Context: an optimization exercise on an open-source flow, tuned for small area and a short achievable clock period. The choices shown serve that exercise and are no tape-out recipe.
Where RTL was checked, it was by simulation tests only, not by an equivalence proof against the original.
The RTL of runs 2 and 3 was laid out without a check of its function.
No run shown here takes its clock network from TritonCTS; it comes from the design's own scripts or RTL.
The flow treats the clock pin as an ideal source. Dropping or thinning the clock tree relies on that and would not hold on a real chip.
Power figures rest on the tool's default switching activity, not on a simulated workload.

## flow/flow/run.sh

```bash
#!/bin/bash
# Standard layout (the standard.sh, standard synthesis unchanged) with
# three changes:
#  - port buffers are buf_2 cells instead of the slow clkdlybuf4s50_1 that
#    buffer_ports picks by default;
#  - after global placement, flow/outff.tcl moves each flip-flop that drives
#    an output port buffer next to that buffer (detailed placement legalizes);
#  - the clock tree is a balanced two-level inverter tree built by
#    flow/mycts.tcl in place of clock_tree_synthesis.
set -euo pipefail
export MYCTS_LEAF_SIZE=20
export MYCTS_MID=4
export MYCTS_BUF=sky130_fd_sc_hd__clkinv_8
export MYCTS_MIDBUF=sky130_fd_sc_hd__clkinv_16
bash standard.sh \
  "BUFFER_PORTS_ARGS=-buffer_cell sky130_fd_sc_hd__buf_2" \
  "POST_GLOBAL_PLACE_TCL=$PWD/flow/outff.tcl" \
  "PRE_CTS_TCL=$PWD/flow/mycts.tcl" \
  finish > standard.log 2>&1
```

## flow/flow/mycts.tcl

```tcl
# Two-level clock tree built by hand, used in place of clock_tree_synthesis.
# The clock port drives a few mid buffers; each drives leaf buffers placed at
# the centroids of k-means clusters of the flip-flops; every flip-flop is
# driven by a leaf buffer. Cells and cluster sizes come from MYCTS_* variables.

proc kmeans {pts k iters} {
  # pts: list of {x y}; returns list of cluster index per point
  set n [llength $pts]
  set cent {}
  # seed: points spread along sorted order
  set sorted [lsort -real -index 0 $pts]
  for {set i 0} {$i < $k} {incr i} {
    lappend cent [lindex $sorted [expr {int(($i + 0.5) * $n / $k)}]]
  }
  set asg [lrepeat $n 0]
  for {set it 0} {$it < $iters} {incr it} {
    set asg {}
    foreach p $pts {
      lassign $p x y
      set best 0; set bd 1e30
      set c 0
      foreach q $cent {
        lassign $q cx cy
        set d [expr {($x-$cx)*($x-$cx) + ($y-$cy)*($y-$cy)}]
        if {$d < $bd} { set bd $d; set best $c }
        incr c
      }
      lappend asg $best
    }
    set sx [lrepeat $k 0.0]; set sy [lrepeat $k 0.0]; set sn [lrepeat $k 0]
    foreach p $pts a $asg {
      lassign $p x y
      lset sx $a [expr {[lindex $sx $a] + $x}]
      lset sy $a [expr {[lindex $sy $a] + $y}]
      lset sn $a [expr {[lindex $sn $a] + 1}]
    }
    set new {}
    for {set c 0} {$c < $k} {incr c} {
      if {[lindex $sn $c] > 0} {
        lappend new [list [expr {[lindex $sx $c] / [lindex $sn $c]}] [expr {[lindex $sy $c] / [lindex $sn $c]}]]
      } else {
        lappend new [lindex $cent $c]
      }
    }
    set cent $new
  }
  return [list $asg $cent]
}

proc balance {pts cent cap} {
  # Assign each point to a cluster with room left, nearest pairs first.
  set pairs {}
  set i 0
  foreach p $pts {
    lassign $p x y
    set c 0
    foreach q $cent {
      lassign $q cx cy
      lappend pairs [list [expr {abs($x-$cx) + abs($y-$cy)}] $i $c]
      incr c
    }
    incr i
  }
  set asg [lrepeat [llength $pts] -1]
  set room [lrepeat [llength $cent] $cap]
  foreach pr [lsort -real -index 0 $pairs] {
    lassign $pr d i c
    if {[lindex $asg $i] >= 0 || [lindex $room $c] <= 0} continue
    lset asg $i $c
    lset room $c [expr {[lindex $room $c] - 1}]
  }
  return $asg
}

proc centroids {pts asg k} {
  set sx [lrepeat $k 0.0]; set sy [lrepeat $k 0.0]; set sn [lrepeat $k 0]
  foreach p $pts a $asg {
    lassign $p x y
    lset sx $a [expr {[lindex $sx $a] + $x}]
    lset sy $a [expr {[lindex $sy $a] + $y}]
    lset sn $a [expr {[lindex $sn $a] + 1}]
  }
  set cent {}
  for {set c 0} {$c < $k} {incr c} {
    set m [expr {max(1, [lindex $sn $c])}]
    lappend cent [list [expr {[lindex $sx $c] / $m}] [expr {[lindex $sy $c] / $m}]]
  }
  return $cent
}

proc inst_center {inst} {
  set b [$inst getBBox]
  return [list [expr {([$b xMin] + [$b xMax]) / 2.0}] [expr {([$b yMin] + [$b yMax]) / 2.0}]]
}

proc my_clock_tree {} {
  set leaf_size [expr {[info exists ::env(MYCTS_LEAF_SIZE)] ? $::env(MYCTS_LEAF_SIZE) : 32}]
  set nmid [expr {[info exists ::env(MYCTS_MID)] ? $::env(MYCTS_MID) : 4}]
  set bufname [expr {[info exists ::env(MYCTS_BUF)] ? $::env(MYCTS_BUF) : "sky130_fd_sc_hd__clkbuf_16"}]
  set block [ord::get_db_block]
  set master [[ord::get_db] findMaster $bufname]
  set midname [expr {[info exists ::env(MYCTS_MIDBUF)] ? $::env(MYCTS_MIDBUF) : $bufname}]
  set mmaster [[ord::get_db] findMaster $midname]
  set clk [$block findNet clk]
  set sinks {}
  set pts {}
  foreach it [$clk getITerms] {
    lappend sinks $it
    lappend pts [inst_center [$it getInst]]
  }
  set n [llength $sinks]
  set k [expr {int(ceil(double($n) / $leaf_size))}]
  puts "mycts: $n sinks, $k leaf buffers, $nmid mid buffers"
  lassign [kmeans $pts $k 30] asg cent
  set cap [expr {int(ceil(double($n) / $k))}]
  for {set r 0} {$r < 8} {incr r} {
    set asg [balance $pts $cent $cap]
    set cent [centroids $pts $asg $k]
  }
  # leaves
  set leaves {}
  for {set c 0} {$c < $k} {incr c} {
    set inst [odb::dbInst_create $block $master "clkbuf_leaf_${c}_clk"]
    set net [odb::dbNet_create $block "clknet_leaf_${c}_clk"]
    $net setSigType CLOCK
    [$inst getFirstOutput] connect $net
    lassign [lindex $cent $c] x y
    $inst setLocation [expr {int($x)}] [expr {int($y)}]
    $inst setPlacementStatus PLACED
    lappend leaves $inst
  }
  foreach it $sinks a $asg {
    $it disconnect
    $it connect [$block findNet "clknet_leaf_${a}_clk"]
  }
  # mids
  lassign [kmeans $cent $nmid 30] masg mcent
  for {set m 0} {$m < $nmid} {incr m} {
    set inst [odb::dbInst_create $block $mmaster "clkbuf_mid_${m}_clk"]
    set net [odb::dbNet_create $block "clknet_mid_${m}_clk"]
    $net setSigType CLOCK
    [$inst getFirstOutput] connect $net
    [$inst findITerm A] connect $clk
    lassign [lindex $mcent $m] x y
    $inst setLocation [expr {int($x)}] [expr {int($y)}]
    $inst setPlacementStatus PLACED
  }
  foreach leaf $leaves a $masg {
    [$leaf findITerm A] connect [$block findNet "clknet_mid_${a}_clk"]
  }
  $clk setSigType CLOCK
  catch {global_connect}
  set_propagated_clock [all_clocks]
  puts "mycts: done"
}

if {[info commands orig_clock_tree_synthesis] == ""} {
  rename clock_tree_synthesis orig_clock_tree_synthesis
  proc clock_tree_synthesis {args} { my_clock_tree }
}
```

## flow/flow/outff.tcl

```tcl
# After global placement: move each flip-flop that drives an output port's
# buffer next to that buffer, so the flop's output wire is short. Detailed
# placement legalizes the moved cells afterwards.
proc move_output_flops {} {
  set block [ord::get_db_block]
  set die [$block getDieArea]
  set cx [expr {([$die xMin] + [$die xMax]) / 2.0}]
  set cy [expr {([$die yMin] + [$die yMax]) / 2.0}]
  set step [expr {[info exists ::env(OUTFF_STEP_UM)] ? $::env(OUTFF_STEP_UM) : 6.0}]
  set step [expr {$step * [$block getDbUnitsPerMicron]}]
  set moved 0
  foreach bt [$block getBTerms] {
    if {[$bt getIoType] != "OUTPUT"} continue
    set net [$bt getNet]
    if {$net == "NULL"} continue
    set buf ""
    foreach it [$net getITerms] {
      if {[$it isOutputSignal]} { set buf [$it getInst] }
    }
    if {$buf == ""} continue
    set ff ""
    foreach it [$buf getITerms] {
      if {[$it isInputSignal]} {
        set n [$it getNet]
        if {$n == "NULL"} continue
        foreach j [$n getITerms] {
          if {[$j isOutputSignal] && [[[$j getInst] getMaster] isSequential]} { set ff [$j getInst] }
        }
      }
    }
    if {$ff == ""} continue
    lassign [$buf getLocation] bx by
    set dx [expr {$cx - $bx}]; set dy [expr {$cy - $by}]
    set d [expr {hypot($dx, $dy)}]
    if {$d < 1} continue
    set x [expr {int($bx + $step * $dx / $d)}]
    set y [expr {int($by + $step * $dy / $d)}]
    $ff setLocation $x $y
    incr moved
  }
  puts "outff: moved $moved output flip-flops next to their port buffers"
}
move_output_flops
```

## flow/standard.sh

```bash
#!/bin/bash
# synth_recipe.tcl (not shown) runs the flow's synth.tcl, then flattens the netlist and writes it again
# the make line also repeats each setting of config.mk as NAME=value (left out here)
make -C /OpenROAD-flow-scripts/flow DESIGN_CONFIG=/design/flow/config.mk WORK_HOME=/design/flow/orfs CLKGATE_MAP_FILE= SYNTH_SCRIPT=/design/flow/synth_recipe.tcl "${@:-finish}"
```

## flow/config.mk

```make
export PLATFORM = sky130hd
export DESIGN_NAME = fifo_top
export DESIGN_NICKNAME = fifo_top
export VERILOG_FILES = /design/flow/design.v
export SDC_FILE = /design/flow/constraint.sdc
export NUM_CORES = 4
export LEC_CHECK = 0
export CAP_MARGIN = 20
export CORE_MARGIN = 2
export CORE_UTILIZATION = 60
export PLACE_DENSITY = 0.75
export SETUP_SLACK_MARGIN = 2.8
export SLEW_MARGIN = 20
```

## flow/constraint.sdc

```tcl
create_clock -name core_clock -period 4.5 [get_ports {clk}]
set_input_delay 0.9000 -clock core_clock [delete_from_list [all_inputs] [get_ports {clk}]]
set_output_delay 0.9000 -clock core_clock [all_outputs]
set_load 0.01 [all_outputs]
```

## flow/design.v

```verilog
module fifo_top (
    input         clk,
    input         rst,         
    input  [63:0] inputs,
    input         in_vld,
    output        fifo_rdy,
    output [63:0] outputs,
    output        fifo_vld,
    input         mac_rdy
  );
  fifo #(.WORD_L(8), .DEPTH(8), .PORT_L(8)) u_fifo (
    .clk      (clk),
    .rst      (rst),
    .inputs   (inputs),
    .in_vld   (in_vld),
    .fifo_rdy (fifo_rdy),
    .outputs  (outputs),
    .fifo_vld (fifo_vld),
    .mac_rdy  (mac_rdy)
  );
endmodule

module fifo #(parameter WORD_L= 8, DEPTH= 8, PORT_L= 8) (
    input                                   clk,
    input                                   rst,
    input [PORT_L - 1 : 0] [WORD_L -1 : 0]  inputs,
    input                                   in_vld,
    output                                  fifo_rdy,
    output [PORT_L - 1 : 0] [WORD_L -1 : 0] outputs,
    output                                  fifo_vld,
    input                                   mac_rdy
  );
  localparam W = PORT_L * WORD_L;
  localparam M = DEPTH - 1;                 
  logic [M-1:0][W-1:0] mem;
  logic [W-1:0]        out_q;
  logic [M-1:0]        wr_oh;               
  logic [M-1:0]        rsel;                
  logic [DEPTH-1:0]    lvl;                 
  logic                rdy_q;               
  logic [M-1:0]        we_q;                
  logic                wr_en, rd_en, inc, dec, load, to_mem, from_mem;
  logic [DEPTH-1:0]    lvl_n;
  logic [M-1:0]        wr_oh_n, rd_oh, rd_oh_n;
  logic [W-1:0]        head;
  assign fifo_rdy = rdy_q;
  assign fifo_vld = lvl[0];
  assign outputs  = out_q;
  assign wr_en    = in_vld  & rdy_q;
  assign rd_en    = mac_rdy & lvl[0];
  assign inc      = wr_en & ~rd_en;
  assign dec      = rd_en & ~wr_en;
  assign load     = mac_rdy | ~lvl[0];
  assign from_mem = mac_rdy & lvl[1];       
  assign to_mem   = wr_en & (lvl[1] | (lvl[0] & ~mac_rdy));
  always_comb begin
    for (int i = 0; i < DEPTH; i++) begin
      if (inc)      lvl_n[i] = (i == 0) ? 1'b1 : lvl[i-1];
      else if (dec) lvl_n[i] = (i == DEPTH-1) ? 1'b0 : lvl[i+1];
      else          lvl_n[i] = lvl[i];
    end
  end
  assign rd_oh   = lvl[1] ? rsel : wr_oh;
  assign wr_oh_n = to_mem   ? {wr_oh[M-2:0], wr_oh[M-1]} : wr_oh;
  assign rd_oh_n = from_mem ? {rd_oh[M-2:0], rd_oh[M-1]} : rd_oh;
  always_ff @(posedge clk) begin
    if (!rst) begin
      lvl   <= '0;
      rdy_q <= 1'b1;
      wr_oh <= M'(1);
      we_q  <= M'(1);
      rsel  <= '0;
    end else begin
      lvl   <= lvl_n;
      rdy_q <= ~lvl_n[DEPTH-1];
      wr_oh <= wr_oh_n;
      we_q  <= lvl_n[DEPTH-1] ? '0 : wr_oh_n;
      rsel  <= lvl_n[1] ? rd_oh_n : '0;
    end
  end
  always_comb begin
    head = inputs & {W{~lvl[1]}};
    for (int k = 0; k < M; k++)
      head = head | (mem[k] & {W{rsel[k]}});
  end
  always_ff @(posedge clk) begin
    for (int k = 0; k < M; k++)
      if (we_q[k]) mem[k] <= inputs;
  end
  always_ff @(posedge clk)
    if (load) out_q <= head;
endmodule
```

==> metrics.cfg, run 1 <==
[status]
status=complete, no violations

[worst_setup_path]
path_class=input pin to flip-flop
r2r_cells=8
r2r_end=u_fifo.rsel[5]$_SDFF_PN0_
cp_max_fo=8
start_kind=input pin
worstSetupEndpointType=flip-flop
rr_startpoint=u_fifo.lvl[0]$_SDFFE_PN0P_
cp_data_required_time_ns=4.65
reg2reg_slack_ns=2.87
critical_path_arrival_ns=1.91

[detailed_routing]
drtIter0Drc=1316
drt_wl_total_um=42900
via_count=10300
drtPass1Iterations=5
routed_via_density=6.67
ant_nets=0
drcViolationCount=0
wl_per_cell_um=27.7

[floorplanning]
initial_core_util=0.607
die_x_um=183
core_area_mm2=0.0315
die_area_mm2=0.0333
rows=65
io_pins=134
floorplan.die.height_um=183

[global_routing]
grt_start_max_net_pins=67
grt-ovfl-total=0
grt_antenna_before_repair=7
grt_usage=0.244
grt_pass1_wl_um=61200
grt_pass1_vias=10100

[logic_synthesis]
synth_xor_area_frac=0
synthDistinctLibCells=23
ys.flop_type=edfxtp_1
yosys_warnings=1
ys_seq_area_frac=0.836
async_reset_ff_frac=0
synthMuxAreaShare=0.0105
synth_commonest_cells=512 x edfxtp_1, 256 x a22oi_1, 64 x nand4_1
ys_ff_latch=542
synth_top_family_by_area=compound AO/OA/AOI/OAI gates
synth_edf_count=512
synth_cells=1009
avgSynthCellArea_um2=18.9
yosys.area_share.simple=0.0308
synth_fp_nets=1079
synth_area_leaders=edfxtp_1 80%, a22oi_1 10%, dfxtp_1 3.1%, nand4_1 2.1%, mux2i_1 1.0%
synth_top_area_share=0.804
yosys.area.top_type=edfxtp_1
synth_most_common_cell=edfxtp_1
synth-adder-area-share=0.00131
netlist_area_mm2=0.0191
synth_compound_area_frac=0.107

[place]
placed_cell_area_mm2=0.0202
hpwlAfterDp_um=19300
dp_cells=1487
port_buffers=133

[cells_and_area]
final_cells=1549
regArea_mm2=0.0160
final_cell_area_mm2=0.0213
multi_input_area_mm2=0.00302
drive_gt1_frac=0.208
layout.nets=1216
syn_to_final_growth_pct=11.2
fillers=2047

[sta]
setup_viol=0
fin_hold_ws_ns=0.527
rsz0062_at_grt=yes
period_needed_ns=1.76
fin_skew_ns=0.0605
period_share=0.390
relSlewSlack=0.246
tightest_slew_ns=1.13
hold_viol=0
max_freq_ghz=0.570
fin_setup_tns_ns=0
drv_slew=0

[clocking]
clk_latency_ns=0.24
clk_pin_slew_ns=0.08

[min_path]
worstHoldStart=u_fifo.mem[301]$_DFFE_PP_
hold_class=flip-flop to flip-flop
min_path_cells=2
whs_endpoint=u_fifo.out_q[45]$_DFFE_PN_

[pwr]
max-vdd-ir-drop_v=0.000252
p_leak_uw=0.00677
powerDensity_mw_per_mm2=387

[job]
drv_cap=0

## how the worst max path moves through the flow
stage                       start                         to  slack [ns]  cells after the start
after detailed placement  mac_rdy  u_fifo.we_q[0]$_SDFF_PN1_        1.74                      5
after global placement    mac_rdy  u_fifo.we_q[0]$_SDFF_PN1_        1.78                      5
after floorplan           mac_rdy  u_fifo.we_q[0]$_SDFF_PN1_        2.22                      6
final                     mac_rdy  u_fifo.rsel[5]$_SDFF_PN0_        2.74                      8
after CTS                 mac_rdy  u_fifo.rsel[5]$_SDFF_PN0_        2.76                      8
after global routing      mac_rdy  u_fifo.rsel[5]$_SDFF_PN0_        2.71                      8
## registers in the layout, summed over array words and instances, names as in the netlist
register / cells
u_fifo.lvl: 8
u_fifo.mem: 448
u_fifo.out_q: 64
u_fifo.rdy_q: 1
u_fifo.rsel: 7
u_fifo.we_q: 7
u_fifo.wr_oh: 7
## cells by family (layout without fill, tap and decap cells)
group                    count (synthesis)  count (layout)
flip-flops                             542             542
other                                    0               3
AND/OR/NAND/NOR                        103             105
buffers and inverters                   68             201
multiplexers                            20              20
AO/OA/AOI/OAI                          274             274
adder cells (fa/ha/maj)                  2               2
## worst max-delay path, stage by stage
cell and delay (ns):
buf_16 0.08, nand2_4 0.04, buf_6 0.12, ha_4 0.18, buf_6 0.14, o21ai_4 0.16, nand2_4 0.11, a211oi_2 0.17
## metal layers
metal	GRT usage	wire length (µm)	part of all wire	vias to the layer above
met5	0	50	0.0012	-
met4	0.0542	1180	0.028	8
met3	0.0367	3660	0.085	84
met2	0.395	20700	0.48	484
met1	0.360	17300	0.40	5284
li1	-	-	-	4472
## cell usage in the layout, fill, tap and decap left out, types with 9 or more instances in the layout
cell,n
mux2i_1,17
a22oi_1,256
nor2_1,11
clkinv_8,28
nand4_1,64
nand2_1,9
buf_2,131
dfxtp_4,16
edfxtp_1,512
buf_4,15
dfxtp_1,14
## per-stage QoR
step,util,total power (µW),worst slack (ns)
floorplan,-,6070,2.22
global placement,0.641,6280,1.78
detailed placement,0.641,6300,1.74
CTS,0.666,8250,2.76
global route,0.676,8490,2.71
finish,0.676,8230,2.74
## final cells by class
class,count,share of cell area
Timing Repair Buffer,164,0.0518
Multi-Input combinational cell,401,0.142
Antenna cell,3,0.000353
Inverter,37,0.0282
Tap cell,402,0.0236
Sequential cell,542,0.754
## power breakdown
group | leakage [µW] | switching [µW] | internal, µW
Sequential | 0.00505 | 88.5 | 5690
Combinational | 0.00148 | 282 | 175
Clock | 0.000239 | 1670 | 325
## timing repair
item / CTS / global route
setup endpoints to repair: 248 / 65
pin swaps: 4 / 7
buffers inserted: 9 / 16
hold buffers: 0 / 0
gates cloned: 2 / 0
resized for setup: 26 / 19
==> inputs of run 2 (changes only) <==
--- a/flow/design.v
+++ b/flow/design.v
@@ -38,7 +38,6 @@
   logic [M-1:0]        rsel;                
   logic [DEPTH-1:0]    lvl;                 
   logic                rdy_q;               
-  logic [M-1:0]        we_q;                
   logic                wr_en, rd_en, inc, dec, load, to_mem, from_mem;
   logic [DEPTH-1:0]    lvl_n;
   logic [M-1:0]        wr_oh_n, rd_oh, rd_oh_n;
@@ -68,13 +67,11 @@
       lvl   <= '0;
       rdy_q <= 1'b1;
       wr_oh <= M'(1);
-      we_q  <= M'(1);
       rsel  <= '0;
     end else begin
       lvl   <= lvl_n;
       rdy_q <= ~lvl_n[DEPTH-1];
       wr_oh <= wr_oh_n;
-      we_q  <= lvl_n[DEPTH-1] ? '0 : wr_oh_n;
       rsel  <= lvl_n[1] ? rd_oh_n : '0;
     end
   end
@@ -85,7 +82,7 @@
   end
   always_ff @(posedge clk) begin
     for (int k = 0; k < M; k++)
-      if (we_q[k]) mem[k] <= inputs;
+      if (wr_oh[k] & rdy_q) mem[k] <= inputs;
   end
   always_ff @(posedge clk)
     if (load) out_q <= head;
--- a/flow/config.mk
+++ b/flow/config.mk
@@ -8,6 +8,5 @@
 export CAP_MARGIN = 20
 export CORE_MARGIN = 2
 export CORE_UTILIZATION = 60
-export PLACE_DENSITY = 0.75
-export SETUP_SLACK_MARGIN = 2.8
+export SETUP_SLACK_MARGIN = 2.9
 export SLEW_MARGIN = 20
==> run 2 against run 1 <==
Register-to-register slack got worse by 0.05 ns. Clock skew increased by 0.017 ns. Global-route usage increased by 2.4 points. Combinational power increased by 52%. Worst hold slack got worse by 0.015 ns. First-iteration DRC count decreased by 15%. Critical path depth unchanged. Sequential power about the same. Highest routed layer unchanged.
==> metrics.cfg, run 2 <==
[detailed_routing]
drt_wl_total_um=45100
drtPass1Iterations=5
wl_per_cell_um=28.8
via_count=10400
ant_nets=0
routed_via_density=6.64
drtIter0Drc=1114
drcViolationCount=0

[worst_setup_path]
start_kind=input pin
worstSetupEndpointType=flip-flop
cp_max_fo=8
cp_data_required_time_ns=4.59
path_class=input pin to flip-flop
r2r_cells=8
critical_path_arrival_ns=1.93

[floorplanning]
core_area_mm2=0.0314
floorplan.die.height_um=182
initial_core_util=0.608
rows=65
die_x_um=182
io_pins=134
die_area_mm2=0.0332

[job]
drv_cap=0

[cells_and_area]
reg_top3=u_fifo.mem x448, u_fifo.out_q x64, u_fifo.lvl x8
largest_reg_flops=448
regArea_mm2=0.0159
final_common_cell=edfxtp_1
drive_gt1_frac=0.224
multi_input_area_mm2=0.00311
layout.nets=1231
layout_common_cells=512 x edfxtp_1, 256 x a22oi_1, 127 x buf_2, 64 x nand4_1, 28 x clkinv_8
syn_to_final_growth_pct=11.6
final_cell_area_mm2=0.0213
top_register=u_fifo.mem
fillers=2070

[pwr]
powerDensity_mw_per_mm2=397
max-vdd-ir-drop_v=0.000266
combPwrFrac=0.082
power_frac_seq=0.683
switchingPower_uw=2190
internal-power_uw=6270
power.share.switching=0.259
p_leak_uw=0.00685
clkPwrFrac=0.234

[sta]
fin_setup_tns_ns=0
rsz0062_at_grt=yes
fin_skew_ns=0.0775
period_share=0.409
period_needed_ns=1.84
max_freq_ghz=0.544
relSlewSlack=0.570
drv_slew=0
tightest_slew_ns=0.646
setup_viol=0
hold_viol=0

[clocking]
clk_pin_slew_ns=0.08
clk_latency_ns=0.27
cts.hold.buffers_added=0

[logic_synthesis]
ys.flop_type=edfxtp_1
yosys.area.top_type=edfxtp_1
synth_top_area_share=0.806
netlist_area_mm2=0.0191
yosys_warnings=1
synthDistinctLibCells=25
synth_fp_nets=1072
synth_area_leaders=edfxtp_1 81%, a22oi_1 10%, dfxtp_1 2.4%, nand4_1 2.1%, mux2i_1 1.0%
synth_most_common_cell=edfxtp_1
async_reset_ff_frac=0
ys_seq_area_frac=0.830
synth_cells=1002
synth_edf_count=512
ys_ff_latch=535
synth_commonest_cells=512 x edfxtp_1, 256 x a22oi_1, 64 x nand4_1
avgSynthCellArea_um2=19.0

[global_routing]
grt-ovfl-total=0
grt_start_max_net_pins=53
grt_antenna_before_repair=5
grt_pass1_wl_um=65700
grt_pass1_vias=10300
grt_usage=0.268

[min_path]
hold_class=flip-flop to flip-flop
min_path_cells=2

[status]
status=complete, no violations

[place]
port_buffers=133
hpwlAfterDp_um=20900
placed_cell_area_mm2=0.0201

[run 2: cell types whose count changed in the layout (fill, tap and decap cells not counted), moves of 3 or more]
cell | before | now
dfxtp_2 | 0 | 4
buf_4 | 15 | 20
nand2_1 | 9 | 13
nor2_1 | 11 | 7
buf_8 | 1 | 4
nor2b_1 | 6 | 2
buf_6 | 6 | 17
and2_2 | 0 | 8
and2_4 | 0 | 12
buf_2 | 131 | 127
dfxtp_4 | 16 | 7
[run 2: worst max-delay path, stage by stage]
cell and delay (ns):
buf_12 0.10, nand2_4 0.06, inv_2 0.04, ha_4 0.15, mux2_4 0.30, o211ai_4 0.18, buf_12 0.15, a211oi_2 0.04
[run 2: worst paths after layout]
check	start	to	slack [ns]
worst max-delay path	mac_rdy	u_fifo.rsel[4]$_SDFF_PN0_	2.66
worst min-delay path	u_fifo.mem[335]$_DFFE_PP_	u_fifo.out_q[15]$_DFFE_PN_	0.51
worst max register to register	u_fifo.rdy_q$_SDFF_PN1_	u_fifo.rsel[4]$_SDFF_PN0_	2.82
worst min register to register	u_fifo.mem[335]$_DFFE_PP_	u_fifo.out_q[15]$_DFFE_PN_	0.51
[run 2: stage by stage]
step / hold WS, ns / power (µW) / util / setup slack [ns] / std cells
after floorplan: 0.461 / 6210 / - / 2.39 / 1002
after global placement: 0.494 / 6510 / 0.641 / 1.95 / 1491
after detailed placement: 0.495 / 6530 / 0.641 / 1.80 / 1491
after CTS: 0.510 / 8500 / 0.675 / 2.68 / 1558
after global routing: 0.554 / 8750 / 0.678 / 2.63 / 1564
final: 0.513 / 8460 / 0.678 / 2.66 / 1565
[run 2: logic make-up (layout without fill, tap and decap cells)]
family	count (synthesis)	in the layout	share of synthesized area
multiplexers	20	20	0.0106
flip-flops	535	535	0.830
buffers and inverters	68	211	0.0171
AND/OR/NAND/NOR	105	119	0.0318
adder cells (fa/ha/maj)	2	2	0.00131
AO/OA/AOI/OAI	272	272	0.109
other	0	4	0
[run 2: timing repair]
action | in CTS | in global routing
setup buffers | 22 | 3
cloned | 14 | 0
gates resized for setup | 57 | 18
setup endpoints to repair | 656 | 120
pin swaps | 10 | 4
[run 2: power groups by stage]
| stage | registers (µW) | clock network (µW) | logic (µW) |
|---|---|---|---|
| global placement | 5910 | 0 | 607 |
| CTS | 5780 | 2040 | 684 |
| floorplan | 5920 | 0 | 290 |
| detailed placement | 5900 | 0 | 631 |
| global route | 5800 | 2190 | 749 |
| finish | 5780 | 1980 | 696 |
[run 2: per-layer routing]
metal  track usage  part of all wire  wire length (µm)
met2         0.435              0.47             21300
met5             0           0.00031                14
met3        0.0305             0.079              3580
met1         0.405              0.43             19300
met4        0.0539             0.022               997
[run 2: final cells by class]
type | instances | area share
repair buffers | 176 | 0.0569
flip-flops and latches | 535 | 0.745
diodes | 4 | 0.000470
multi-input cells | 413 | 0.146
well taps | 402 | 0.0236
inverters | 35 | 0.0276
==> inputs of run 3 (changes only) <==
--- a/flow/config.mk
+++ b/flow/config.mk
@@ -8,5 +8,5 @@
 export CAP_MARGIN = 20
 export CORE_MARGIN = 2
 export CORE_UTILIZATION = 60
-export SETUP_SLACK_MARGIN = 2.9
+export SETUP_SLACK_MARGIN = 2.85
 export SLEW_MARGIN = 20
==> run 3 against run 2 <==
Area after synthesis is the same. Combinational power shrank 2%. Still clean on timing, DRC and antenna. Clock power is essentially flat.
==> metrics.cfg, run 3 <==
[status]
status=complete, no violations

[place]
dp_slack_ns=1.80
port_buffers=133
hpwlAfterDp_um=20900
dp_cells=1491

[floorplanning]
core_area_mm2=0.0314
die_area_mm2=0.0332
die_x_um=182
rows=65
initial_core_util=0.608
io_pins=134
floorplan.die.height_um=182

[global_routing]
grtUsageMet3=0.0325
grt_usage=0.266
grt_pass1_wl_um=65300
grt_start_max_net_pins=53
grt_antenna_before_repair=5
grt_use_met2=0.433
grt_pass1_vias=10300
use_met1=0.397
grt.busiest_layer=met2
grt-ovfl-total=0

[logic_synthesis]
yosys.area.top_type=edfxtp_1
async_reset_ff_frac=0
synth_commonest_cells=512 x edfxtp_1, 256 x a22oi_1, 64 x nand4_1
synthDistinctLibCells=25
yosys_warnings=1
ys.flop_type=edfxtp_1
synth_fp_nets=1072
avgSynthCellArea_um2=19.0
ys_seq_area_frac=0.830
synth_edf_count=512
synth_top_area_share=0.806
netlist_area_mm2=0.0191
synth_area_leaders=edfxtp_1 81%, a22oi_1 10%, dfxtp_1 2.4%, nand4_1 2.1%, mux2i_1 1.0%
ys_ff_latch=535
synth_most_common_cell=edfxtp_1
synth_cells=1002

[detailed_routing]
drtPass1Iterations=5
routed_via_density=6.63
ant_nets=0
via_count=10400
drcViolationCount=0
drt_wl_total_um=44800
drtIter0Drc=1068
wl_per_cell_um=28.6

[cells_and_area]
largest_reg_flops=448
drive_gt1_frac=0.224
final_cells=1565
top_register=u_fifo.mem
final_common_cell=edfxtp_1
layout_common_cells=512 x edfxtp_1, 256 x a22oi_1, 128 x buf_2, 64 x nand4_1, 28 x clkinv_8
layout.nets=1230
syn_to_final_growth_pct=11.3
reg_top3=u_fifo.mem x448, u_fifo.out_q x64, u_fifo.lvl x8

[sta]
drv_slew=0
period_needed_ns=1.84
fin_ws_ns=2.66
fin_skew_ns=0.0810
rsz0062_at_grt=yes
relSlewSlack=0.518
tightest_slew_ns=0.722
hold_viol=0
fin_setup_tns_ns=0
max_freq_ghz=0.543
setup_viol=0
period_share=0.410

[clocking]
clk_latency_ns=0.27
cts.hold.buffers_added=0
clk_pin_slew_ns=0.08

[worst_setup_path]
slowest_delay_ns=0.30
worstSetupEndpointType=flip-flop
critical_path_arrival_ns=1.93
cp_data_required_time_ns=4.59
critical_path.most_common_cell=buf_12
start_kind=input pin
path_class=input pin to flip-flop
reg2reg_slack_ns=2.82
crit_chain=buf_12 > nand2_4 > inv_2 > ha_4 > mux2_4 > o211ai_4 > buf_12 > a211oi_2
rr_startpoint=u_fifo.rdy_q$_SDFF_PN1_
cp_max_fo=8
r2r_end=u_fifo.rsel[4]$_SDFF_PN0_
r2r_cells=8
slowest_stage=mux2_4
critPathLaunch=mac_rdy

[pwr]
p_leak_uw=0.00683
powerDensity_mw_per_mm2=398
total_power_uw=8460
max-vdd-ir-drop_v=0.000269

[job]
drv_cap=0

[min_path]
hold_class=flip-flop to flip-flop
whs_endpoint=u_fifo.out_q[15]$_DFFE_PN_
min_path_cells=2
worstHoldStart=u_fifo.mem[335]$_DFFE_PP_

run 3: report_power, final:
| group | internal (µW) | switching [µW] |
|---|---|---|
| logic | 248 | 436 |
| registers | 5700 | 85.8 |
| clock network | 317 | 1670 |
| total | 6260 | 2190 |
run 3: timing repair:
item | 4_1_cts | 5_1_grt
buffers inserted | 17 | 7
gates cloned | 14 | 0
resized for setup | 44 | 16
endpoints found under the setup margin | 597 | 83
pin swaps | 10 | 4
run 3: metrics by stage:
stage	hold slack [ns]	cell area, µm²	utilization
2_1_floorplan	0.461	19100	-
3_3_place_gp	0.494	20100	0.641
3_5_place_dp	0.495	20100	0.641
4_1_cts	0.510	21100	0.672
5_1_grt	0.554	21200	0.676
6_report	0.506	21200	0.676
run 3: how the worst max path moves through the flow:
stage / to / slack [ns] / cells after the start
finish: u_fifo.rsel[4]$_SDFF_PN0_ / 2.66 / 8
global route: u_fifo.rsel[2]$_SDFF_PN0_ / 2.63 / 8
CTS: u_fifo.rsel[2]$_SDFF_PN0_ / 2.68 / 8
detailed placement: u_fifo.out_q[22]$_DFFE_PN_ / 1.80 / 4
global placement: u_fifo.out_q[36]$_DFFE_PN_ / 1.95 / 3
floorplan: u_fifo.wr_oh[0]$_SDFFE_PN1P_ / 2.39 / 5
run 3: per-layer routing:
| metal | vias to the layer above | part of all wire |
|---|---|---|
| met5 | - | 0.00031 |
| met4 | 2 | 0.020 |
| met3 | 67 | 0.076 |
| met2 | 456 | 0.48 |
| met1 | 5339 | 0.43 |
| li1 | 4510 | - |
run 3: final cells by class:
type	count	area [µm²]
antenna	5	12.5
fill	2080	10200
inverter	35	587
multi-input combinational	413	3100
sequential	535	15900
tap	402	503
timing repair buffer	175	1150
run 3: worst max-delay path, delay by kind of cell:
kind / cells / cell delay, ns
mux: 1 / 0.30
buf+inv: 3 / 0.29
compound gates: 2 / 0.22
simple gates: 1 / 0.06
fa+ha+maj: 1 / 0.15
run 3: logic make-up after synthesis:
group / share of synthesized area
buf+inv: 0.0171
flops: 0.830
simple gates: 0.0318
fa+ha+maj: 0.00131
compound gates: 0.109
mux: 0.0106
==> inputs of run 4 (changes only) <==
--- a/flow/design.v
+++ b/flow/design.v
@@ -38,6 +38,7 @@
   logic [M-1:0]        rsel;                
   logic [DEPTH-1:0]    lvl;                 
   logic                rdy_q;               
+  logic [M-1:0]        we_q;                
   logic                wr_en, rd_en, inc, dec, load, to_mem, from_mem;
   logic [DEPTH-1:0]    lvl_n;
   logic [M-1:0]        wr_oh_n, rd_oh, rd_oh_n;
@@ -67,11 +68,13 @@
       lvl   <= '0;
       rdy_q <= 1'b1;
       wr_oh <= M'(1);
+      we_q  <= M'(1);
       rsel  <= '0;
     end else begin
       lvl   <= lvl_n;
       rdy_q <= ~lvl_n[DEPTH-1];
       wr_oh <= wr_oh_n;
+      we_q  <= lvl_n[DEPTH-1] ? '0 : wr_oh_n;
       rsel  <= lvl_n[1] ? rd_oh_n : '0;
     end
   end
@@ -82,7 +85,7 @@
   end
   always_ff @(posedge clk) begin
     for (int k = 0; k < M; k++)
-      if (wr_oh[k] & rdy_q) mem[k] <= inputs;
+      if (we_q[k]) mem[k] <= inputs;
   end
   always_ff @(posedge clk)
     if (load) out_q <= head;
--- a/flow/config.mk
+++ b/flow/config.mk
@@ -7,6 +7,6 @@
 export LEC_CHECK = 0
 export CAP_MARGIN = 20
 export CORE_MARGIN = 2
-export CORE_UTILIZATION = 60
+export CORE_UTILIZATION = 55
 export SETUP_SLACK_MARGIN = 2.85
 export SLEW_MARGIN = 20
==> run 4 against run 3 <==
Clock skew decreased by 0.038 ns. Cell count grew 2.7%. Sequential share of layout area down 0.070 points. Power shrank 2.5%. Critical path depth unchanged. Wire length rose by 4.1%. Flip-flop and latch count up 7. Die area rose by 9.1%. Synthesized cell count increased by 0.70%. Design area grew 1.2%.
==> metrics.cfg, run 4 <==
[sta]
relSlewSlack=0.553
fin_hold_ws_ns=0.547
drv_slew=0
tightest_slew_ns=0.670
rsz0062_at_grt=yes
max_freq_ghz=0.578
fin_setup_tns_ns=0
hold_viol=0
period_share=0.385
setup_viol=0
period_needed_ns=1.73
fin_skew_ns=0.0427

[logic_synthesis]
synth_most_common_cell=edfxtp_1
synth_area_leaders=edfxtp_1 80%, a22oi_1 10%, dfxtp_1 3.1%, nand4_1 2.1%, mux2i_1 1.0%
ys.flop_type=edfxtp_1
synth_top_family_by_area=compound AO/OA/AOI/OAI gates
yosys_warnings=1
synth_top_area_share=0.804
async_reset_ff_frac=0
netlist_area_mm2=0.0191
synth_commonest_cells=512 x edfxtp_1, 256 x a22oi_1, 64 x nand4_1
synth_cells=1009
synthMuxAreaShare=0.0105
yosys.area_share.simple=0.0308
ys_ff_latch=542
synth_compound_area_frac=0.107
synth_edf_count=512
synth-adder-area-share=0.00131
synth_fp_nets=1079
yosys.area.top_type=edfxtp_1
avgSynthCellArea_um2=18.9
synthDistinctLibCells=23
synth_xor_area_frac=0
ys_seq_area_frac=0.836

[cells_and_area]
reg_top3=u_fifo.mem x448, u_fifo.out_q x64, u_fifo.lvl x8
layout_common_cells=512 x edfxtp_1, 256 x a22oi_1, 130 x buf_2, 64 x nand4_1, 29 x clkinv_8
fillers=2512
top_register=u_fifo.mem
largest_reg_flops=448
syn_to_final_growth_pct=12.3
layout.nets=1221
drive_gt1_frac=0.215
final_common_cell=edfxtp_1

[status]
status=complete, no violations

[clocking]
clk_latency_ns=0.24
clk_pin_slew_ns=0.08
cts.hold.buffers_added=0

[pwr]
powerDensity_mw_per_mm2=384
total_power_uw=8250
max-vdd-ir-drop_v=0.000279
p_leak_uw=0.00681

[job]
drv_cap=0

[detailed_routing]
routed_via_density=6.50
drtIter0Drc=982
via_count=10400
ant_nets=0
drt_wl_total_um=46700
wl_met2_um=23000
drcViolationCount=0
highest_layer=met5
wl_per_cell_um=29.0
drtPass1Iterations=5
drt-met1-wl_um=19700
routed-wl-met3_um=3230

[worst_setup_path]
critical_path_arrival_ns=1.87
reg2reg_slack_ns=2.90
cp_data_required_time_ns=4.63
start_kind=input pin
path_class=input pin to flip-flop
worstSetupEndpointType=flip-flop
slowest_delay_ns=0.19
crit_chain=buf_4 > nand2_4 > inv_4 > ha_4 > buf_4 > o211ai_1 > buf_4 > nor2_2
slowest_stage=buf_4
cp_max_fo=6
critical_path.most_common_cell=buf_4

[floorplanning]
rows=68
core_area_mm2=0.0344
die_area_mm2=0.0363
initial_core_util=0.556
die_x_um=190
io_pins=134
floorplan.die.height_um=190

[global_routing]
grt-ovfl-total=0
grt_antenna_before_repair=3
grt_pass1_vias=10200
grt_pass1_wl_um=67400
grt_usage=0.254
grt_start_max_net_pins=53

[place]
hpwlAfterDp_um=20000
port_buffers=133

[min_path]
hold_class=flip-flop to flip-flop

## run 4: repair_timing
item / 4_1_cts / 5_1_grt
hold endpoints to repair: 0 / 0
gates cloned: 1 / 0
pin swaps: 9 / 7
setup endpoints to repair: 387 / 114
gates resized for setup: 37 / 15
setup buffers: 23 / 5
## run 4: layout make-up
cell class / instances / area [µm²] / share of cell area
sequential: 542 / 16000 / 0.747
tap: 455 / 569 / 0.0265
inverter: 37 / 609 / 0.0284
multi-input combinational: 400 / 3000 / 0.140
antenna: 3 / 7.51 / 0.000350
timing repair buffer: 170 / 1250 / 0.0582
## run 4: layer usage
| layer | track usage | up-vias |
|---|---|---|
| met5 | 0 | - |
| met4 | 0.0376 | 4 |
| met3 | 0.0304 | 51 |
| met2 | 0.420 | 400 |
| met1 | 0.376 | 5488 |
| li1 | - | 4495 |
## run 4: logic make-up (layout without fill, tap and decap cells)
group	count (synthesis)	count (layout)
muxes	20	20
adders and majority gates	2	2
other	0	3
buffers and inverters	68	207
DFF	542	542
AOI/OAI and AO/OA	274	274
and+or+nand+nor	103	104
## run 4: worst paths after layout
check | startpoint | endpoint | cells after the start
worst max-delay path | in_vld | u_fifo.we_q[5]$_SDFF_PP0_ | 8
worst min-delay path | u_fifo.mem[229]$_DFFE_PP_ | u_fifo.out_q[37]$_DFFE_PN_ | 2
worst max register to register | u_fifo.we_q[4]$_SDFF_PP0_ | u_fifo.mem[318]$_DFFE_PP_ | 1
worst min register to register | u_fifo.mem[229]$_DFFE_PP_ | u_fifo.out_q[37]$_DFFE_PN_ | 2
## run 4: power by group
group | switching [µW] | internal, µW | leakage [µW]
Sequential | 77.3 | 5690 | 0.00505
Combinational | 297 | 180 | 0.00152
Clock | 1680 | 324 | 0.000239
Total | 2060 | 6190 | 0.00681
## run 4: per-stage QoR
step	util	instances	instance area (µm²)	setup slack, ns
2_1_floorplan	-	1009	19200	2.22
4_1_cts	0.621	1599	21300	2.77
6_report	0.625	1607	21500	2.77
3_3_place_gp	0.590	1543	20300	1.78
3_5_place_dp	0.590	1543	20300	1.79
5_1_grt	0.625	1605	21500	2.72
## run 4: critical path: cells and delay by family
kind,cells,cell delay [ns]
AO/OA/AOI/OAI,1,0.16
adder cells (fa/ha/maj),1,0.18
buffers and inverters,4,0.48
AND/OR/NAND/NOR,2,0.13
==> inputs of run 5 (changes only) <==
--- a/flow/config.mk
+++ b/flow/config.mk
@@ -7,6 +7,6 @@
 export LEC_CHECK = 0
 export CAP_MARGIN = 20
 export CORE_MARGIN = 2
-export CORE_UTILIZATION = 55
+export CORE_UTILIZATION = 65
 export SETUP_SLACK_MARGIN = 2.85
 export SLEW_MARGIN = 20
==> run 5 against run 4 <==
Fmax shrank 3.0%. Highest routed layer unchanged. Die area decreased by 15%. Critical endpoint is now u_fifo.lvl[5]$_SDFFE_PN0P_. Largest cell class unchanged. Combinational power hardly changed. Critical path type unchanged.
==> metrics.cfg, run 5 <==
[status]
status=complete, no violations

[floorplanning]
die_x_um=176
core_area_mm2=0.0289
die_area_mm2=0.0308
io_pins=134
rows=62
initial_core_util=0.663
floorplan.die.height_um=176

[logic_synthesis]
yosys.area.top_type=edfxtp_1
synth_area_leaders=edfxtp_1 80%, a22oi_1 10%, dfxtp_1 3.1%, nand4_1 2.1%, mux2i_1 1.0%
synth_top_area_share=0.804
yosys_warnings=1
async_reset_ff_frac=0
synthDistinctLibCells=23
synth_edf_count=512
ys.flop_type=edfxtp_1
synth_commonest_cells=512 x edfxtp_1, 256 x a22oi_1, 64 x nand4_1
avgSynthCellArea_um2=18.9
synth_fp_nets=1079
synth_cells=1009
synth_most_common_cell=edfxtp_1
ys_ff_latch=542
ys_seq_area_frac=0.836
netlist_area_mm2=0.0191

[pwr]
internal-power_uw=6190
power.share.switching=0.246
p_leak_uw=0.00684
combPwrFrac=0.058
max-vdd-ir-drop_v=0.000255
clkPwrFrac=0.241
switchingPower_uw=2030
total_power_uw=8220
powerDensity_mw_per_mm2=385
power_frac_seq=0.701

[sta]
period_share=0.397
max_freq_ghz=0.560
fin_hold_ws_ns=0.534
relSlewSlack=0.250
hold_viol=0
period_needed_ns=1.78
tightest_slew_ns=1.12
setup_viol=0
fin_ws_ns=2.72
fin_setup_tns_ns=0
rsz0062_at_grt=yes
drv_slew=0
fin_skew_ns=0.0146

[min_path]
whs_endpoint=u_fifo.rsel[6]$_SDFF_PN0_
worstHoldStart=u_fifo.lvl[1]$_SDFF_PN0_
min_path_cells=1
hold_class=flip-flop to flip-flop

[cells_and_area]
drive_gt1_frac=0.220
final_cells=1544
largest_reg_flops=448
syn_to_final_growth_pct=11.6
layout.nets=1230
top_register=u_fifo.mem
layout_common_cells=512 x edfxtp_1, 256 x a22oi_1, 131 x buf_2, 64 x nand4_1, 28 x clkinv_8
reg_top3=u_fifo.mem x448, u_fifo.out_q x64, u_fifo.lvl x8
final_common_cell=edfxtp_1

[detailed_routing]
wl_per_cell_um=27.7
drtPass1Iterations=5
routed_via_density=6.71
via_count=10400
drt_wl_total_um=42800
drtIter0Drc=1253
ant_nets=0
drcViolationCount=0

[worst_setup_path]
cp_num_buf_inv=4
path_class=input pin to flip-flop
crit_chain=buf_16 > nand2_4 > buf_6 > ha_4 > buf_6 > buf_6 > mux2i_1 > o21ai_1 > and2_1
cp_max_fo=5
r2r_cells=3
cp.depth=9
rr_startpoint=u_fifo.rsel[2]$_SDFF_PN0_
slowest_stage=mux2i_1
reg2reg_slack_ns=2.91
start_kind=input pin
path_delay_family=buffers and inverters
worstSetupEndpointType=flip-flop
slowest_delay_ns=0.17
r2r_end=u_fifo.out_q[47]$_DFFE_PN_
cp_data_required_time_ns=4.61
critical_path_arrival_ns=1.90
critical_path.most_common_cell=buf_6

[place]
hpwlAfterDp_um=20700
port_buffers=133
dp_cells=1479
dp_slack_ns=1.81

[global_routing]
grt_start_max_net_pins=65
grt_pass1_wl_um=62800
grt_antenna_before_repair=6
grt_pass1_vias=10300
grt-ovfl-total=0
grt_usage=0.273

[job]
drv_cap=0

[clocking]
clk_pin_slew_ns=0.08
clk_latency_ns=0.21
cts.hold.buffers_added=0

## run 5: cell counts after synthesis
No cell type changed its count.
## run 5: worst reg2reg max path: stages, from the launching register on
cell     delay [ns]
dfxtp_4        0.67
buf_8          0.42
a22oi_1        0.16
nand4_1        0.18
## run 5: worst max path at each step
stage,from,endpoint,slack (ns)
floorplan,mac_rdy,u_fifo.we_q[0]$_SDFF_PN1_,2.22
global placement,mac_rdy,u_fifo.out_q[61]$_DFFE_PN_,1.77
detailed placement,mac_rdy,u_fifo.we_q[4]$_SDFF_PP0_,1.81
CTS,in_vld,u_fifo.rsel[6]$_SDFF_PN0_,2.70
global route,mac_rdy,u_fifo.rsel[0]$_SDFF_PN0_,2.67
finish,mac_rdy,u_fifo.lvl[5]$_SDFFE_PN0P_,2.72
## run 5: stage by stage
step	utilization	cell area [µm²]
after floorplan	-	19200
final	0.739	21300
after global placement	0.700	20200
after global routing	0.739	21300
after detailed placement	0.700	20200
after CTS	0.731	21100
## run 5: power by group through the flow
stage	registers, µW	logic (µW)	clock network, µW
final	5760	476	1980
after global routing	5780	513	2190
after CTS	5770	448	2030
after detailed placement	5890	414	0
after global placement	5900	396	0
after floorplan	5920	156	0
## run 5: repair_timing
action	CTS	global route
endpoints found under the hold margin	0	0
cloned	2	1
gates resized for setup	44	24
endpoints found under the setup margin	359	156
buffers inserted	15	13
pin swaps	5	10
## run 5: final cells by class
class                   count  area (µm²)
repair buffers            177        1200
multi-input cells         402        3020
diodes                      2        5.00
inverters                  37         596
flip-flops and latches    542       16000
fillers                  1744        7520
well taps                 384         480
## run 5: kinds of logic (layout without fill, tap and decap cells)
kind of cell	count (synthesis)	after routing	synth area share
AOI/OAI and AO/OA	274	274	0.107
DFF	542	542	0.836
adders and majority gates	2	2	0.00131
muxes	20	20	0.0105
buffers and inverters	68	214	0.0152
and+or+nand+nor	103	106	0.0308
other	0	2	0
## run 5: metal layers
layer | part of all wire | global-route usage | up-vias | wire, µm
met3 | 0.087 | 0.0372 | 78 | 3720
li1 | - | - | 4505 | -
met4 | 0.019 | 0.0530 | 8 | 792
met1 | 0.41 | 0.409 | 5231 | 17400
met5 | 0.0011 | 0 | - | 48
met2 | 0.49 | 0.444 | 540 | 20800
==> inputs of run 6 (changes only) <==
--- a/flow/config.mk
+++ b/flow/config.mk
@@ -7,6 +7,6 @@
 export LEC_CHECK = 0
 export CAP_MARGIN = 20
 export CORE_MARGIN = 2
-export CORE_UTILIZATION = 65
+export CORE_UTILIZATION = 60
 export SETUP_SLACK_MARGIN = 2.85
 export SLEW_MARGIN = 20
==> run 6 against run 5 <==
Fmax increased by 5.2%. Via count shrank 0.12%. Wire length grew 5.8%. Die area rose by 8.1%. Combinational power is 2% lower. Register-to-register slack about the same. Largest power group unchanged.
==> metrics.cfg, run 6 <==
[floorplanning]
floorplan.die.height_um=183
initial_core_util=0.607
die_x_um=183
rows=65
io_pins=134
core_area_mm2=0.0315
die_area_mm2=0.0333

[logic_synthesis]
synth_area_leaders=edfxtp_1 80%, a22oi_1 10%, dfxtp_1 3.1%, nand4_1 2.1%, mux2i_1 1.0%
synth_edf_count=512
ys_seq_area_frac=0.836
ys.flop_type=edfxtp_1
yosys_warnings=1
async_reset_ff_frac=0
netlist_area_mm2=0.0191
synth_fp_nets=1079
synth_cells=1009
synth_commonest_cells=512 x edfxtp_1, 256 x a22oi_1, 64 x nand4_1
avgSynthCellArea_um2=18.9
ys_ff_latch=542
synth_most_common_cell=edfxtp_1
synthDistinctLibCells=23
yosys.area.top_type=edfxtp_1
synth_top_area_share=0.804

[place]
port_buffers=133
hpwlAfterDp_um=19100
dp_slack_ns=1.82

[pwr]
p_leak_uw=0.00683
max-vdd-ir-drop_v=0.000274
powerDensity_mw_per_mm2=385

[worst_setup_path]
worstSetupEndpointType=flip-flop
reg2reg_slack_ns=2.90
start_kind=input pin
path_class=input pin to flip-flop
crit_chain=buf_12 > nand2_8 > inv_2 > ha_4 > nand2b_4 > o211ai_1 > buf_4 > nor2_2
slowest_delay_ns=0.20
slowest_stage=buf_4
cp_max_fo=6
critical_path_arrival_ns=1.82
cp.depth=8
rr_startpoint=u_fifo.we_q[5]$_SDFF_PP0_
r2r_cells=1
path_delay_family=buffers and inverters
r2r_end=u_fifo.mem[326]$_DFFE_PP_
cp_data_required_time_ns=4.62
cp_num_buf_inv=3

[cells_and_area]
fin_util=0.680
final_common_cell=edfxtp_1
largest_reg_flops=448
drive_gt1_frac=0.210
layout.nets=1217
reg_top3=u_fifo.mem x448, u_fifo.out_q x64, u_fifo.lvl x8
top_register=u_fifo.mem
layout_common_cells=512 x edfxtp_1, 256 x a22oi_1, 128 x buf_2, 64 x nand4_1, 28 x clkinv_8
syn_to_final_growth_pct=11.9

[sta]
fin_setup_tns_ns=0
hold_viol=0
rsz0062_at_grt=yes
tightest_slew_ns=1.12
fin_ws_ns=2.80
drv_slew=0
period_needed_ns=1.70
fin_skew_ns=0.0462
setup_viol=0
max_freq_ghz=0.590
relSlewSlack=0.252
period_share=0.377
fin_hold_ws_ns=0.530

[job]
drv_cap=0

[clocking]
clk_latency_ns=0.24
cts.hold.buffers_added=0
clk_pin_slew_ns=0.08

[detailed_routing]
wl_per_cell_um=29.2
drt_wl_total_um=45300
ant_nets=0
drtIter0Drc=1048
drtPass1Iterations=5
drcViolationCount=0
routed_via_density=6.68
via_count=10400

[global_routing]
grt_start_max_net_pins=67
grt_pass1_wl_um=65400
grt_antenna_before_repair=4
grt-ovfl-total=0
grt_usage=0.267
grt_pass1_vias=10200

[min_path]
worstHoldStart=u_fifo.mem[319]$_DFFE_PP_
hold_class=flip-flop to flip-flop
whs_endpoint=u_fifo.out_q[63]$_DFFE_PN_
min_path_cells=2

[status]
status=complete, no violations

run 6: changes by cell type in the layout (fill, tap and decap cells not counted), moves of 2 or more:
cell / before / now
buf_4: 21 / 12
buf_6: 14 / 6
buf_12: 6 / 11
buf_16: 3 / 7
buf_2: 131 / 128
mux2i_1: 17 / 19
nand2_4: 4 / 2
nand2_8: 0 / 2
nor2_1: 11 / 9
nor2_2: 2 / 4
run 6: cells by family after synthesis:
| group | Yosys count | share of synthesized area |
|---|---|---|
| flops | 542 | 0.836 |
| compound gates | 274 | 0.107 |
| simple gates | 103 | 0.0308 |
| buf+inv | 68 | 0.0152 |
| mux | 20 | 0.0105 |
| fa+ha+maj | 2 | 0.00131 |
run 6: where the power goes:
group / internal, µW / leakage, µW / switching (µW) / total [µW]
clock: 324 / 0.000239 / 1680 / 2000
combinational: 182 / 0.00154 / 285 / 468
sequential: 5690 / 0.00505 / 88.0 / 5780
total: 6200 / 0.00683 / 2050 / 8250
run 6: per-layer routing:
| metal | GRT usage | share of wire |
|---|---|---|
| met5 | 0 | 0.00020 |
| met4 | 0.0539 | 0.024 |
| met3 | 0.0249 | 0.077 |
| met2 | 0.438 | 0.48 |
| met1 | 0.401 | 0.41 |
run 6: per-stage QoR:
step           std cells  power [µW]  cell area [µm²]
6_report            1550        8250            21400
5_1_grt             1548        8530            21400
4_1_cts             1542        8290            21200
3_5_place_dp        1489        6300            20200
3_3_place_gp        1489        6290            20200
2_1_floorplan       1009        6070            19200
run 6: area by class of cell:
cell class / count / area, µm²
Sequential cell: 542 / 16000
Inverter: 37 / 604
Timing Repair Buffer: 166 / 1240
Fill cell: 2077 / 10100
Tap cell: 402 / 503
Antenna cell: 3 / 7.51
Multi-Input combinational cell: 400 / 3010
run 6: worst max path at each step:
stage / slack (ns) / end / start
floorplan: 2.22 / u_fifo.we_q[0]$_SDFF_PN1_ / mac_rdy
global placement: 1.78 / u_fifo.out_q[55]$_DFFE_PN_ / mac_rdy
detailed placement: 1.82 / u_fifo.out_q[58]$_DFFE_PN_ / mac_rdy
CTS: 2.76 / u_fifo.rsel[2]$_SDFF_PN0_ / in_vld
global route: 2.76 / u_fifo.rsel[2]$_SDFF_PN0_ / mac_rdy
finish: 2.80 / u_fifo.we_q[5]$_SDFF_PP0_ / mac_rdy
run 6: worst min-delay path, delay by kind of cell, from the launching register on:
kind | cells | cell delay [ns]
flip-flops | 1 | 0.32
AND/OR/NAND/NOR | 1 | 0.09
AO/OA/AOI/OAI | 1 | 0.06
run 6: what timing repair did:
item | 4_1_cts | 5_1_grt
pin swaps | 6 | 6
setup endpoints to repair | 327 | 122
gates cloned | 1 | 0
resized for setup | 33 | 27
hold endpoints to repair | 0 | 0
buffers inserted | 20 | 5
==> inputs of run 7 (changes only) <==
--- a/flow/flow/run.sh
+++ b/flow/flow/run.sh
@@ -8,7 +8,7 @@
 #  - the clock tree is a balanced two-level inverter tree built by
 #    flow/mycts.tcl in place of clock_tree_synthesis.
 set -euo pipefail
-export MYCTS_LEAF_SIZE=20
+export MYCTS_LEAF_SIZE=16
 export MYCTS_MID=4
 export MYCTS_BUF=sky130_fd_sc_hd__clkinv_8
 export MYCTS_MIDBUF=sky130_fd_sc_hd__clkinv_16
==> run 7 against run 6 <==
Synthesized cell count unchanged. Worst setup slack got worse by 0.17 ns. Still clean on timing, DRC and antenna. Design area rose by 1.7%. Global-route usage down 0.46 points. Area after synthesis did not move. Clock power up 9.5%. Combinational power grew 7.9%. Register-to-register slack is essentially flat.
==> metrics.cfg, run 7 <==
[sta]
period_needed_ns=1.86
hold_viol=0
tightest_slew_ns=1.14
fin_ws_ns=2.64
relSlewSlack=0.237
fin_skew_ns=0.132
drv_slew=0
max_freq_ghz=0.537
setup_viol=0
rsz0062_at_grt=yes
fin_setup_tns_ns=0
period_share=0.414
fin_hold_ws_ns=0.434

[global_routing]
grt_start_max_net_pins=67
grt_antenna_before_repair=4
grt-ovfl-total=0
grt_pass1_vias=10200
grt_pass1_wl_um=64400
grt_usage=0.263

[cells_and_area]
fin_util=0.691
reg_top3=u_fifo.mem x448, u_fifo.out_q x64, u_fifo.lvl x8
top_register=u_fifo.mem
layout_common_cells=512 x edfxtp_1, 256 x a22oi_1, 128 x buf_2, 64 x nand4_1, 34 x clkinv_8
largest_reg_flops=448
layout.nets=1238
drive_gt1_frac=0.234
final_common_cell=edfxtp_1
syn_to_final_growth_pct=13.8

[floorplanning]
die_x_um=183
io_pins=134
floorplan.die.height_um=183
rows=65
die_area_mm2=0.0333
initial_core_util=0.607
core_area_mm2=0.0315

[logic_synthesis]
synthDistinctLibCells=23
synth_commonest_cells=512 x edfxtp_1, 256 x a22oi_1, 64 x nand4_1
async_reset_ff_frac=0
yosys_warnings=1
ys_seq_area_frac=0.836
synth_area_leaders=edfxtp_1 80%, a22oi_1 10%, dfxtp_1 3.1%, nand4_1 2.1%, mux2i_1 1.0%
synth_fp_nets=1079
synth_edf_count=512
avgSynthCellArea_um2=18.9
yosys.area.top_type=edfxtp_1
ys.flop_type=edfxtp_1
netlist_area_mm2=0.0191
synth_cells=1009
synth_most_common_cell=edfxtp_1
synth_top_area_share=0.804
ys_ff_latch=542

[pwr]
p_leak_uw=0.00695
switchingPower_uw=2210
power_frac_seq=0.682
max-vdd-ir-drop_v=0.000337
internal-power_uw=6260
clkPwrFrac=0.258
power.share.switching=0.261
powerDensity_mw_per_mm2=389
total_power_uw=8470
combPwrFrac=0.060

[status]
status=complete, no violations

[clocking]
clk_pin_slew_ns=0.08
clk_latency_ns=0.30
cts.hold.buffers_added=0

[job]
drv_cap=0

[worst_setup_path]
start_kind=input pin
cp_data_required_time_ns=4.55
worstSetupEndpointType=flip-flop
critical_path_arrival_ns=1.91
cp_max_fo=7
path_class=input pin to flip-flop

[place]
hpwlAfterDp_um=19100
dp_slack_ns=1.82
port_buffers=133

[min_path]
hold_class=flip-flop to flip-flop

[detailed_routing]
via_count=10500
drcViolationCount=0
ant_nets=0
drt_wl_total_um=46300
drtPass1Iterations=5
drtIter0Drc=1068
routed_via_density=6.70
wl_per_cell_um=29.5

[run 7: worst max-delay path, stage by stage]
cell and delay (ns):
buf_12 0.10, buf_4 0.13, nand2b_4 0.15, a21o_4 0.29, mux2i_2 0.25, o21ai_1 0.08
[run 7: routing by layer]
| layer | global-route usage | up-vias | part of all wire |
|---|---|---|---|
| met5 | 0 | - | 0.00039 |
| met4 | 0.0510 | 4 | 0.020 |
| met3 | 0.0265 | 64 | 0.073 |
| met2 | 0.432 | 460 | 0.49 |
| met1 | 0.392 | 5472 | 0.42 |
| li1 | - | 4513 | - |
[run 7: final timing paths]
| path | startpoint | end | slack, ns | depth (start not counted) |
|---|---|---|---|---|
| min | u_fifo.mem[389]$_DFFE_PP_ | u_fifo.out_q[5]$_DFFE_PN_ | 0.43 | 2 |
| max | mac_rdy | u_fifo.we_q[0]$_SDFF_PN1_ | 2.64 | 6 |
| max reg2reg | u_fifo.rsel[6]$_SDFF_PN0_ | u_fifo.out_q[22]$_DFFE_PN_ | 2.91 | 2 |
| min reg2reg | u_fifo.mem[389]$_DFFE_PP_ | u_fifo.out_q[5]$_DFFE_PN_ | 0.43 | 2 |
[run 7: through the flow]
step | instance area, µm² | std cells
floorplan | 19200 | 1009
global placement | 20200 | 1489
detailed placement | 20200 | 1489
CTS | 21300 | 1552
global route | 21800 | 1569
finish | 21800 | 1570
[run 7: cells by family after synthesis]
family	share of synthesized area
AND/OR/NAND/NOR	0.0308
buffers and inverters	0.0152
flip-flops	0.836
AO/OA/AOI/OAI	0.107
multiplexers	0.0105
adder cells (fa/ha/maj)	0.00131
[run 7: layout make-up]
cell class | instances | area, µm²
flip-flops and latches | 542 | 16000
fillers | 2041 | 9720
multi-input cells | 400 | 3100
repair buffers | 181 | 1420
inverters | 43 | 699
well taps | 402 | 503
diodes | 2 | 5.00
[run 7: repair_timing]
| action | CTS | global route |
|---|---|---|
| setup buffers | 24 | 12 |
| resized for setup | 34 | 43 |
| cloned | 1 | 4 |
| pin swaps | 8 | 10 |
| setup endpoints to repair | 308 | 126 |
[run 7: power by group through the flow]
stage	clock [µW]	sequential [µW]	combinational [µW]
2_1_floorplan	0	5920	156
3_3_place_gp	0	5920	376
3_5_place_dp	0	5910	394
4_1_cts	2240	5790	437
5_1_grt	2400	5790	543
6_report	2190	5780	505
==> inputs of run 8 (changes only) <==
--- a/flow/flow/run.sh
+++ b/flow/flow/run.sh
@@ -8,7 +8,7 @@
 #  - the clock tree is a balanced two-level inverter tree built by
 #    flow/mycts.tcl in place of clock_tree_synthesis.
 set -euo pipefail
-export MYCTS_LEAF_SIZE=16
+export MYCTS_LEAF_SIZE=20
 export MYCTS_MID=4
 export MYCTS_BUF=sky130_fd_sc_hd__clkinv_8
 export MYCTS_MIDBUF=sky130_fd_sc_hd__clkinv_16
--- a/flow/config.mk
+++ b/flow/config.mk
@@ -8,5 +8,6 @@
 export CAP_MARGIN = 20
 export CORE_MARGIN = 2
 export CORE_UTILIZATION = 60
+export GPL_ROUTABILITY_DRIVEN = 0
 export SETUP_SLACK_MARGIN = 2.85
 export SLEW_MARGIN = 20
==> run 8 against run 7 <==
Wire length down 2.1%. First-iteration DRC count is 1.9% lower. Sequential share of layout area grew 1.2 points. Register-to-register slack barely moved. Critical endpoint is now u_fifo.we_q[5]$_SDFF_PP0_. Largest cell class unchanged. Highest routed layer unchanged.
==> metrics.cfg, run 8 <==
[global_routing]
grt_start_max_net_pins=67
grt_pass1_vias=10200
grt_usage=0.267
grt_pass1_wl_um=65400
grt_antenna_before_repair=4
grt-ovfl-total=0

[floorplanning]
floorplan.die.height_um=183
die_area_mm2=0.0333
io_pins=134
core_area_mm2=0.0315
rows=65
die_x_um=183
initial_core_util=0.607

[status]
status=complete, no violations

[detailed_routing]
drcViolationCount=0
drt_wl_total_um=45300
routed_via_density=6.68
drtIter0Drc=1048
drtPass1Iterations=5
via_count=10400
ant_nets=0
wl_per_cell_um=29.2

[pwr]
switchingPower_uw=2050
power_frac_seq=0.700
internal-power_uw=6200
combPwrFrac=0.057
p_leak_uw=0.00683
powerDensity_mw_per_mm2=385
power.share.switching=0.249
total_power_uw=8250
max-vdd-ir-drop_v=0.000274
clkPwrFrac=0.243

[logic_synthesis]
synth_commonest_cells=512 x edfxtp_1, 256 x a22oi_1, 64 x nand4_1
synthDistinctLibCells=23
synth_edf_count=512
synth_fp_nets=1079
avgSynthCellArea_um2=18.9
netlist_area_mm2=0.0191
ys_ff_latch=542
synth_area_leaders=edfxtp_1 80%, a22oi_1 10%, dfxtp_1 3.1%, nand4_1 2.1%, mux2i_1 1.0%
ys_seq_area_frac=0.836
synth_top_area_share=0.804
async_reset_ff_frac=0
synth_cells=1009
yosys_warnings=1
ys.flop_type=edfxtp_1
yosys.area.top_type=edfxtp_1
synth_most_common_cell=edfxtp_1

[cells_and_area]
final_common_cell=edfxtp_1
syn_to_final_growth_pct=11.9
layout_common_cells=512 x edfxtp_1, 256 x a22oi_1, 128 x buf_2, 64 x nand4_1, 28 x clkinv_8
reg_top3=u_fifo.mem x448, u_fifo.out_q x64, u_fifo.lvl x8
largest_reg_flops=448
fillers=2077
drive_gt1_frac=0.210
layout.nets=1217
top_register=u_fifo.mem

[worst_setup_path]
cp_max_fo=6
slowest_stage=buf_4
path_class=input pin to flip-flop
worstSetupEndpointType=flip-flop
critical_path_arrival_ns=1.82
cp_num_buf_inv=3
slowest_delay_ns=0.20
start_kind=input pin
path_delay_family=buffers and inverters
crit_chain=buf_12 > nand2_8 > inv_2 > ha_4 > nand2b_4 > o211ai_1 > buf_4 > nor2_2
cp_data_required_time_ns=4.62

[sta]
drv_slew=0
period_needed_ns=1.70
period_share=0.377
tightest_slew_ns=1.12
rsz0062_at_grt=yes
max_freq_ghz=0.590
fin_setup_tns_ns=0
relSlewSlack=0.252
setup_viol=0
fin_skew_ns=0.0462
hold_viol=0
fin_ws_ns=2.80
fin_hold_ws_ns=0.530

[min_path]
hold_class=flip-flop to flip-flop

[place]
hpwlAfterDp_um=19100
port_buffers=133
dp_slack_ns=1.82

[job]
drv_cap=0

[clocking]
clk_latency_ns=0.24
clk_pin_slew_ns=0.08

[run 8: changes by cell type in the layout (fill, tap and decap cells not counted), moves of 4 or more]
cell	before	now
buf_6	10	6
clkinv_8	34	28
buf_4	22	12
mux2i_4	6	0
mux2i_1	12	19
clkbuf_16	4	0
[run 8: logic make-up (layout without fill, tap and decap cells)]
logic type	count (synthesis)	count (layout)	share of synthesized area
other	0	3	0
adders and majority gates	2	2	0.00131
AOI/OAI and AO/OA	274	274	0.107
and+or+nand+nor	103	104	0.0308
DFF	542	542	0.836
buffers and inverters	68	203	0.0152
muxes	20	20	0.0105
[run 8: layer usage]
layer  global-route usage  vias up  wire length (µm)
met4               0.0539        2              1100
met5                    0        -                 9
met2                0.438      456             21900
met3               0.0249       75              3470
li1                     -     4482                 -
met1                0.401     5335             18800
[run 8: power groups by stage]
| stage | logic [µW] | clock network [µW] | registers [µW] |
|---|---|---|---|
| floorplan | 156 | 0 | 5920 |
| global placement | 376 | 0 | 5920 |
| detailed placement | 394 | 0 | 5910 |
| CTS | 445 | 2060 | 5780 |
| global route | 506 | 2230 | 5790 |
| finish | 468 | 2000 | 5780 |
[run 8: final cells by class]
cell class,count,area (µm²),share of cell area
multi-input cells,400,3010,0.141
well taps,402,503,0.0235
diodes,3,7.51,0.000351
repair buffers,166,1240,0.0580
inverters,37,604,0.0282
flip-flops and latches,542,16000,0.749
[run 8: final timing paths]
kind	start	to	slack (ns)	depth (start not counted)
max	mac_rdy	u_fifo.we_q[5]$_SDFF_PP0_	2.80	8
min	u_fifo.mem[319]$_DFFE_PP_	u_fifo.out_q[63]$_DFFE_PN_	0.53	2
max reg2reg	u_fifo.we_q[5]$_SDFF_PP0_	u_fifo.mem[326]$_DFFE_PP_	2.90	1
min reg2reg	u_fifo.mem[319]$_DFFE_PP_	u_fifo.out_q[63]$_DFFE_PN_	0.53	2
[run 8: repair_timing]
item / in CTS / in global routing
gates resized for setup: 33 / 27
hold buffers: 0 / 0
endpoints found under the setup margin: 327 / 122
gates cloned: 1 / 0
buffers inserted: 20 / 5
pin swaps: 6 / 6
[run 8: metrics by stage]
stage	std cells	cell area, µm²	util
final	1550	21400	0.680
after global routing	1548	21400	0.680
after CTS	1542	21200	0.674
after detailed placement	1489	20200	0.642
after global placement	1489	20200	0.642
after floorplan	1009	19200	-
[run 8: tightest hold or removal path, stage by stage (launching register included)]
cell	delay, ns
edfxtp_1	0.32
a22oi_1	0.06
nand4_1	0.09

==> port drivers added, routing unchanged <==
How much do the figures lean on ideal ports? The routed layouts below were timed once more, with nothing changed but the port constraints. Step 1 assumes that a clkbuf_16 drives the clock port and a buf_2 every other input. Step 2 also shifts input and output timing later by t, the mid clock arrival at the registers, as if the neighbouring blocks saw the same clock. a / b / c = no drivers / after step 1 / after step 2; a / b = the first two.
| run | shift t [ns] | setup WS [ns] | cell pins on the clock port's net |
|---|---|---|---|
| run 1 | 0.450 | 2.745 / 2.583 / 2.449 | 4 |
| run 2 | 0.466 | 2.661 / 2.550 / 2.390 | 4 |
| run 3 | 0.468 | 2.657 / 2.561 / 2.380 | 4 |
| run 4 | 0.459 | 2.769 / 2.558 / 2.502 | 4 |
| run 5 | 0.446 | 2.715 / 2.593 / 2.421 | 4 |
| run 6 | 0.452 | 2.804 / 2.573 / 2.544 | 4 |
| run 7 | 0.490 | 2.637 / 2.495 / 2.358 | 4 |
| run 8 | 0.452 | 2.804 / 2.573 / 2.544 | 4 |
After both steps setup and hold are still met in every run listed. The setup slack of run 1, which loses most, moves by -0.162 ns with the drivers and by -0.296 ns with both steps.
